Background: an optimization exercise with open tools, aiming at small area. Do not read the settings as production practice.
Where RTL was checked, it was by simulation tests only, not by an equivalence proof against the original.
Power is estimated from default activity; no workload was simulated.

the reference run:
// calc
module calc(clk, rst, validIn, dataIn, dataOut);
input clk, rst, validIn;
input  [15:0] dataIn;
output [15:0] dataOut;
reg [1:0] state;
reg [15:0] num1;
reg [15:0] dataOut;
wire inA = ~state[1] & ~state[0];
wire inB = state[0];
wire inC = state[1];
wire opAdd = dataOut[0];
wire isOp  = (dataIn[15:2] == 14'd0);
wire selSq  = inB & ~dataIn[0];
wire selMul = inC & ~opAdd;
wire [15:0] mb;
assign mb[0] = (selSq & num1[0]) | (selMul & dataIn[0]) | (inC & opAdd) | (inB & dataIn[0]);
assign mb[15:1] = ({15{selSq}} & num1[15:1]) | ({15{selMul}} & dataIn[15:1]);
wire injHi = inC & opAdd;
wire injLo = inB | (inC & opAdd);
wire [15:0] prodN;
    wire pp_0_0 = ~(num1[0] & mb[0]);
    wire pp_1_0 = ~(num1[1] & mb[0]);
    wire pp_2_0 = ~(num1[2] & mb[0]);
    wire pp_3_0 = ~(num1[3] & mb[0]);
    wire pp_4_0 = ~(num1[4] & mb[0]);
    wire pp_5_0 = ~(num1[5] & mb[0]);
    wire pp_6_0 = ~(num1[6] & mb[0]);
    wire pp_7_0 = ~(num1[7] & mb[0]);
    wire pp_8_0 = ~(num1[8] & mb[0]);
    wire pp_9_0 = ~(num1[9] & mb[0]);
    wire pp_10_0 = ~(num1[10] & mb[0]);
    wire pp_11_0 = ~(num1[11] & mb[0]);
    wire pp_12_0 = ~(num1[12] & mb[0]);
    wire pp_13_0 = ~(num1[13] & mb[0]);
    wire pp_14_0 = ~(num1[14] & mb[0]);
    wire pp_15_0 = ~(num1[15] & mb[0]);
    wire pp_0_1 = ~((num1[0] & mb[1]) | (dataIn[1] & injHi));
    wire pp_1_1 = ~((num1[1] & mb[1]) | (dataIn[2] & injHi));
  ...
For scale: roughly 440 cells after synthesis, roughly 35 I/O pins, roughly 0.0045 mm2 of cells after synthesis.
Settings: LEC_CHECK=0, CAP_MARGIN=0, CORE_MARGIN=2, CORE_UTILIZATION=40, CTS_BUF_LIST=sky130_fd_sc_hd__clkbuf_8, GPL_TIMING_DRIVEN=0, SLEW_MARGIN=0, SYNTH_HIERARCHICAL=1; clock period 8.0 ns.
standard.sh (not shown) runs the stock make flow with config.mk's settings and CLKGATE_MAP_FILE= SYNTH_SCRIPT=/design/flow/synth_recipe.tcl, a recipe that flattens the netlist after the stock synthesis.
==> flow/flow/run.sh <==
#!/bin/bash
# Layout flow: the standard layout (standard.sh) with two changes:
# - the port buffers that global placement puts on every input and output
#   port are made from the smallest buffer cell (the resizer still upsizes
#   any that needs more drive);
# - clock tree synthesis adds no dummy loads (they only balance the leaf
#   buffers' loads and take area).
# Every tool's output goes to standard.log here, and ORFS's own logs.
export BUFFER_PORTS_ARGS="-buffer_cell sky130_fd_sc_hd__buf_1"
export CTS_ARGS="-sink_clustering_enable -repair_clock_nets -buf_list sky130_fd_sc_hd__clkbuf_8 -dont_use_dummy_load"
bash standard.sh finish > standard.log 2>&1
### the reference run -> the trial run
-- flow/design.v --
<<< the reference run, line 433
    wire s233, c234;
    fa u_s233 (.a(s107), .b(s109), .c(c232), .s(s233), .co(c234));
    wire s235;
    xn2 u_s235 (.a(c110), .b(s131), .y(s235));
    wire c236 = c110 | s131;
    wire s237, c238;
    fa u_s237 (.a(c132), .b(s155), .c(c236), .s(s237), .co(c238));
>>> the trial run, line 433
    wire s233, c234;
    fa u_s233 (.a(s107), .b(s109), .c(c232), .s(s233), .co(c234));
    wire s235, c236;
    fa u_s235 (.a(c110), .b(s131), .c(c234), .s(s235), .co(c236));
    wire s237, c238;
    fa u_s237 (.a(c132), .b(s155), .c(c236), .s(s237), .co(c238));
<<< the reference run, line 442
    wire s241;
    xn2 u_s241 (.a(s210), .b(c240), .y(s241));
    wire s242 = c110 ^ s131;
    wire c243 = c110 & s131;
    wire s244, c245;
    fa u_s244 (.a(c132), .b(s155), .c(c243), .s(s244), .co(c245));
    wire s246, c247;
    fa u_s246 (.a(c156), .b(s181), .c(c245), .s(s246), .co(c247));
    wire s248;
    xn2 u_s248 (.a(s210), .b(c247), .y(s248));
    wire m249 = c234 ? s235 : s242;
    wire m250 = c234 ? s237 : s244;
    wire m251 = c234 ? s239 : s246;
    wire m252 = c234 ? s241 : s248;
    assign prodN = {m252, m251, m250, m249, s233, s231, s229, s227, s225, s223, s221, s219, s217, s215, s213, s211};
wire selRes = inC | (inB & isOp & dataIn[1]);
wire [1:0] stn = inB ? (isOp ? (dataIn[1] ? 2'b00 : 2'b10) : 2'b01) : (inC ? 2'b00 : 2'b01);
>>> the trial run, line 441
    wire s241;
    xn2 u_s241 (.a(s210), .b(c240), .y(s241));
    assign prodN = {s241, s239, s237, s235, s233, s231, s229, s227, s225, s223, s221, s219, s217, s215, s213, s211};
wire selRes = inC | (inB & isOp & dataIn[1]);
wire [1:0] stn = inB ? (isOp ? (dataIn[1] ? 2'b00 : 2'b10) : 2'b01) : (inC ? 2'b00 : 2'b01);
--- outcome ---
The trial run: full flow OK, the timing, DRC and antenna checks passed. On the trial run: power drawn by the combinational cells is about 5% lower than what the reference run gave. Higher overall routed net length goes to the trial run over the reference run. Post-layout worst setup margin, the trial run and the reference run, lower one = the trial run. Between the reference run and the trial run, the leakage power figure does not differ in any meaningful way. Sort the trial run and the reference run by maximum resistive drop on vdd asc -> top: the trial run. Comparing the reference run with the trial run, the proportion of cell area occupied by registers came out essentially unchanged. Effective utilization at floorplan, the trial run and the reference run: smaller value in the trial run.
Only the layout flow was run in the reference run; the RTL was not checked for function there.

========
Setup of old:
calc, a different RTL version from the one above (not shown whole).
Size in the first run: about 35 I/O pins, roughly 0.0043 mm² of cells after synthesis.
Settings: LEC_CHECK=0, CAP_MARGIN=0, CORE_MARGIN=2, CORE_UTILIZATION=40, CTS_BUF_LIST=sky130_fd_sc_hd__clkbuf_8, GPL_TIMING_DRIVEN=0, SLEW_MARGIN=0, SYNTH_HIERARCHICAL=1; clock period 8.0 ns.
==> flow/flow/run.sh <==
#!/bin/bash
# Layout flow: the standard layout (standard.sh) with these changes:
# - the port buffers that global placement puts on every input and output
#   port are made from the smallest buffer cell (the resizer still upsizes
#   any that needs more drive);
# - clock tree synthesis adds no dummy loads (they only balance the leaf
#   buffers' loads and take area);
# - after global routing, ORFS's power recovery (repair_timing
#   -recover_power) downsizes gates on paths that have slack to spare.
# Every tool's output goes to standard.log here, and ORFS's own logs.
export BUFFER_PORTS_ARGS="-buffer_cell sky130_fd_sc_hd__buf_1"
export CTS_ARGS="-sink_clustering_enable -repair_clock_nets -buf_list sky130_fd_sc_hd__clkbuf_8 -dont_use_dummy_load"
export RECOVER_POWER=100
bash standard.sh finish > standard.log 2>&1
--- input diff old..new ---
--- a/flow/design.v
+++ b/flow/design.v
@@ -48,53 +48,53 @@
     nd2 u_pp_10_0 (.a(num1[10]), .b(mb[0]), .y(pp_10_0));
     wire pp_11_0;
     nd2 u_pp_11_0 (.a(num1[11]), .b(mb[0]), .y(pp_11_0));
     wire pp_12_0;
     nd2 u_pp_12_0 (.a(num1[12]), .b(mb[0]), .y(pp_12_0));
     wire pp_13_0;
     nd2 u_pp_13_0 (.a(num1[13]), .b(mb[0]), .y(pp_13_0));
     wire pp_14_0;
     nd2 u_pp_14_0 (.a(num1[14]), .b(mb[0]), .y(pp_14_0));
     wire pp_15_0;
     nd2 u_pp_15_0 (.a(num1[15]), .b(mb[0]), .y(pp_15_0));
     wire pp_0_1;
-    ao22n u_pp_0_1 (.a(num1[0]), .b(mb[1]), .c(dataIn[1]), .d(injHi), .y(pp_0_1));
+    assign pp_0_1 = ~((num1[0] & mb[1]) | (dataIn[1] & injHi));
     wire pp_1_1;
-    ao22n u_pp_1_1 (.a(num1[1]), .b(mb[1]), .c(dataIn[2]), .d(injHi), .y(pp_1_1));
+    assign pp_1_1 = ~((num1[1] & mb[1]) | (dataIn[2] & injHi));
     wire pp_2_1;
-    ao22n u_pp_2_1 (.a(num1[2]), .b(mb[1]), .c(dataIn[3]), .d(injHi), .y(pp_2_1));
+    assign pp_2_1 = ~((num1[2] & mb[1]) | (dataIn[3] & injHi));
     wire pp_3_1;
-    ao22n u_pp_3_1 (.a(num1[3]), .b(mb[1]), .c(dataIn[4]), .d(injHi), .y(pp_3_1));
+    assign pp_3_1 = ~((num1[3] & mb[1]) | (dataIn[4] & injHi));
     wire pp_4_1;
-    ao22n u_pp_4_1 (.a(num1[4]), .b(mb[1]), .c(dataIn[5]), .d(injHi), .y(pp_4_1));
+    assign pp_4_1 = ~((num1[4] & mb[1]) | (dataIn[5] & injHi));
     wire pp_5_1;
-    ao22n u_pp_5_1 (.a(num1[5]), .b(mb[1]), .c(dataIn[6]), .d(injHi), .y(pp_5_1));
+    assign pp_5_1 = ~((num1[5] & mb[1]) | (dataIn[6] & injHi));
     wire pp_6_1;
-    ao22n u_pp_6_1 (.a(num1[6]), .b(mb[1]), .c(dataIn[7]), .d(injHi), .y(pp_6_1));
+    assign pp_6_1 = ~((num1[6] & mb[1]) | (dataIn[7] & injHi));
     wire pp_7_1;
-    ao22n u_pp_7_1 (.a(num1[7]), .b(mb[1]), .c(dataIn[8]), .d(injHi), .y(pp_7_1));
+    assign pp_7_1 = ~((num1[7] & mb[1]) | (dataIn[8] & injHi));
     wire pp_8_1;
-    ao22n u_pp_8_1 (.a(num1[8]), .b(mb[1]), .c(dataIn[9]), .d(injHi), .y(pp_8_1));
+    assign pp_8_1 = ~((num1[8] & mb[1]) | (dataIn[9] & injHi));
     wire pp_9_1;
-    ao22n u_pp_9_1 (.a(num1[9]), .b(mb[1]), .c(dataIn[10]), .d(injHi), .y(pp_9_1));
+    assign pp_9_1 = ~((num1[9] & mb[1]) | (dataIn[10] & injHi));
     wire pp_10_1;
-    ao22n u_pp_10_1 (.a(num1[10]), .b(mb[1]), .c(dataIn[11]), .d(injHi), .y(pp_10_1));
+    assign pp_10_1 = ~((num1[10] & mb[1]) | (dataIn[11] & injHi));
     wire pp_11_1;
-    ao22n u_pp_11_1 (.a(num1[11]), .b(mb[1]), .c(dataIn[12]), .d(injHi), .y(pp_11_1));
+    assign pp_11_1 = ~((num1[11] & mb[1]) | (dataIn[12] & injHi));
     wire pp_12_1;
-    ao22n u_pp_12_1 (.a(num1[12]), .b(mb[1]), .c(dataIn[13]), .d(injHi), .y(pp_12_1));
+    assign pp_12_1 = ~((num1[12] & mb[1]) | (dataIn[13] & injHi));
     wire pp_13_1;
-    ao22n u_pp_13_1 (.a(num1[13]), .b(mb[1]), .c(dataIn[14]), .d(injHi), .y(pp_13_1));
+    assign pp_13_1 = ~((num1[13] & mb[1]) | (dataIn[14] & injHi));
     wire pp_14_1;
-    ao22n u_pp_14_1 (.a(num1[14]), .b(mb[1]), .c(dataIn[15]), .d(injHi), .y(pp_14_1));
+    assign pp_14_1 = ~((num1[14] & mb[1]) | (dataIn[15] & injHi));
     wire pp_0_2;
     nd2 u_pp_0_2 (.a(num1[0]), .b(mb[2]), .y(pp_0_2));
     wire pp_1_2;
     nd2 u_pp_1_2 (.a(num1[1]), .b(mb[2]), .y(pp_1_2));
     wire pp_2_2;
     nd2 u_pp_2_2 (.a(num1[2]), .b(mb[2]), .y(pp_2_2));
     wire pp_3_2;
     nd2 u_pp_3_2 (.a(num1[3]), .b(mb[2]), .y(pp_3_2));
     wire pp_4_2;
     nd2 u_pp_4_2 (.a(num1[4]), .b(mb[2]), .y(pp_4_2));
     wire pp_5_2;
     nd2 u_pp_5_2 (.a(num1[5]), .b(mb[2]), .y(pp_5_2));
### Flow results
- new — filler-free cell count of the finished design 2 higher, old as reference
- Wire length essentially unchanged between new and old.
- new and old ended up with nearly the same wire length of the first global-routing pass.
- [compare] base=old new=new: worst slack at placement increased by 0.14 ns relative to the old numbers; worst-case clock skew shrank by 0.0031 ns; summed area of non-filler cells in the final layout went down 0.69%; first-pass detailed-route iteration total shows a reduction of 1.
- old → new: path depth of the worst reg2reg path went up; sequential portion of the cell area did not really move.
- Number of nets in the layout: new vs old up 0.35%

## afterwards: timing with drivers on the ports
The flow's constraints put no driver on any port. The routed layouts listed below were extracted and timed again, unchanged, in two steps.
Step 1, drivers: a clkbuf_16 drives clk and a buf_2 each remaining input, both assumed.
Step 2, shift: input delay + t, output delay - t, t = (earliest + latest rising clock arrival at the registers) / 2. This alone moves slack from input paths to output paths.
a / b / c = ideal ports / drivers / drivers and shift; a / b = the first two.
run	t, ns	setup slack, ns	worst setup path after step 2	slew at the worst register clock pin (ns)	worst data-port slew with drivers (ns)
the reference run	0.304	0.209 / 0.212 / -0.092	input to register	0.08 / 0.08	0.03
the trial run	0.309	0.156 / 0.159 / -0.150	input to register	0.09 / 0.09	0.04
old	0.314	0.272 / 0.281 / -0.033	input to register	0.09 / 0.09	0.03
new	0.315	0.227 / 0.235 / -0.080	input to register	0.08 / 0.08	0.05
With both steps, setup timing fails in every run listed, where it was met with ideal ports. The setup slack of new, which loses most, moves by +0.008 ns with the drivers and by -0.307 ns with both steps.
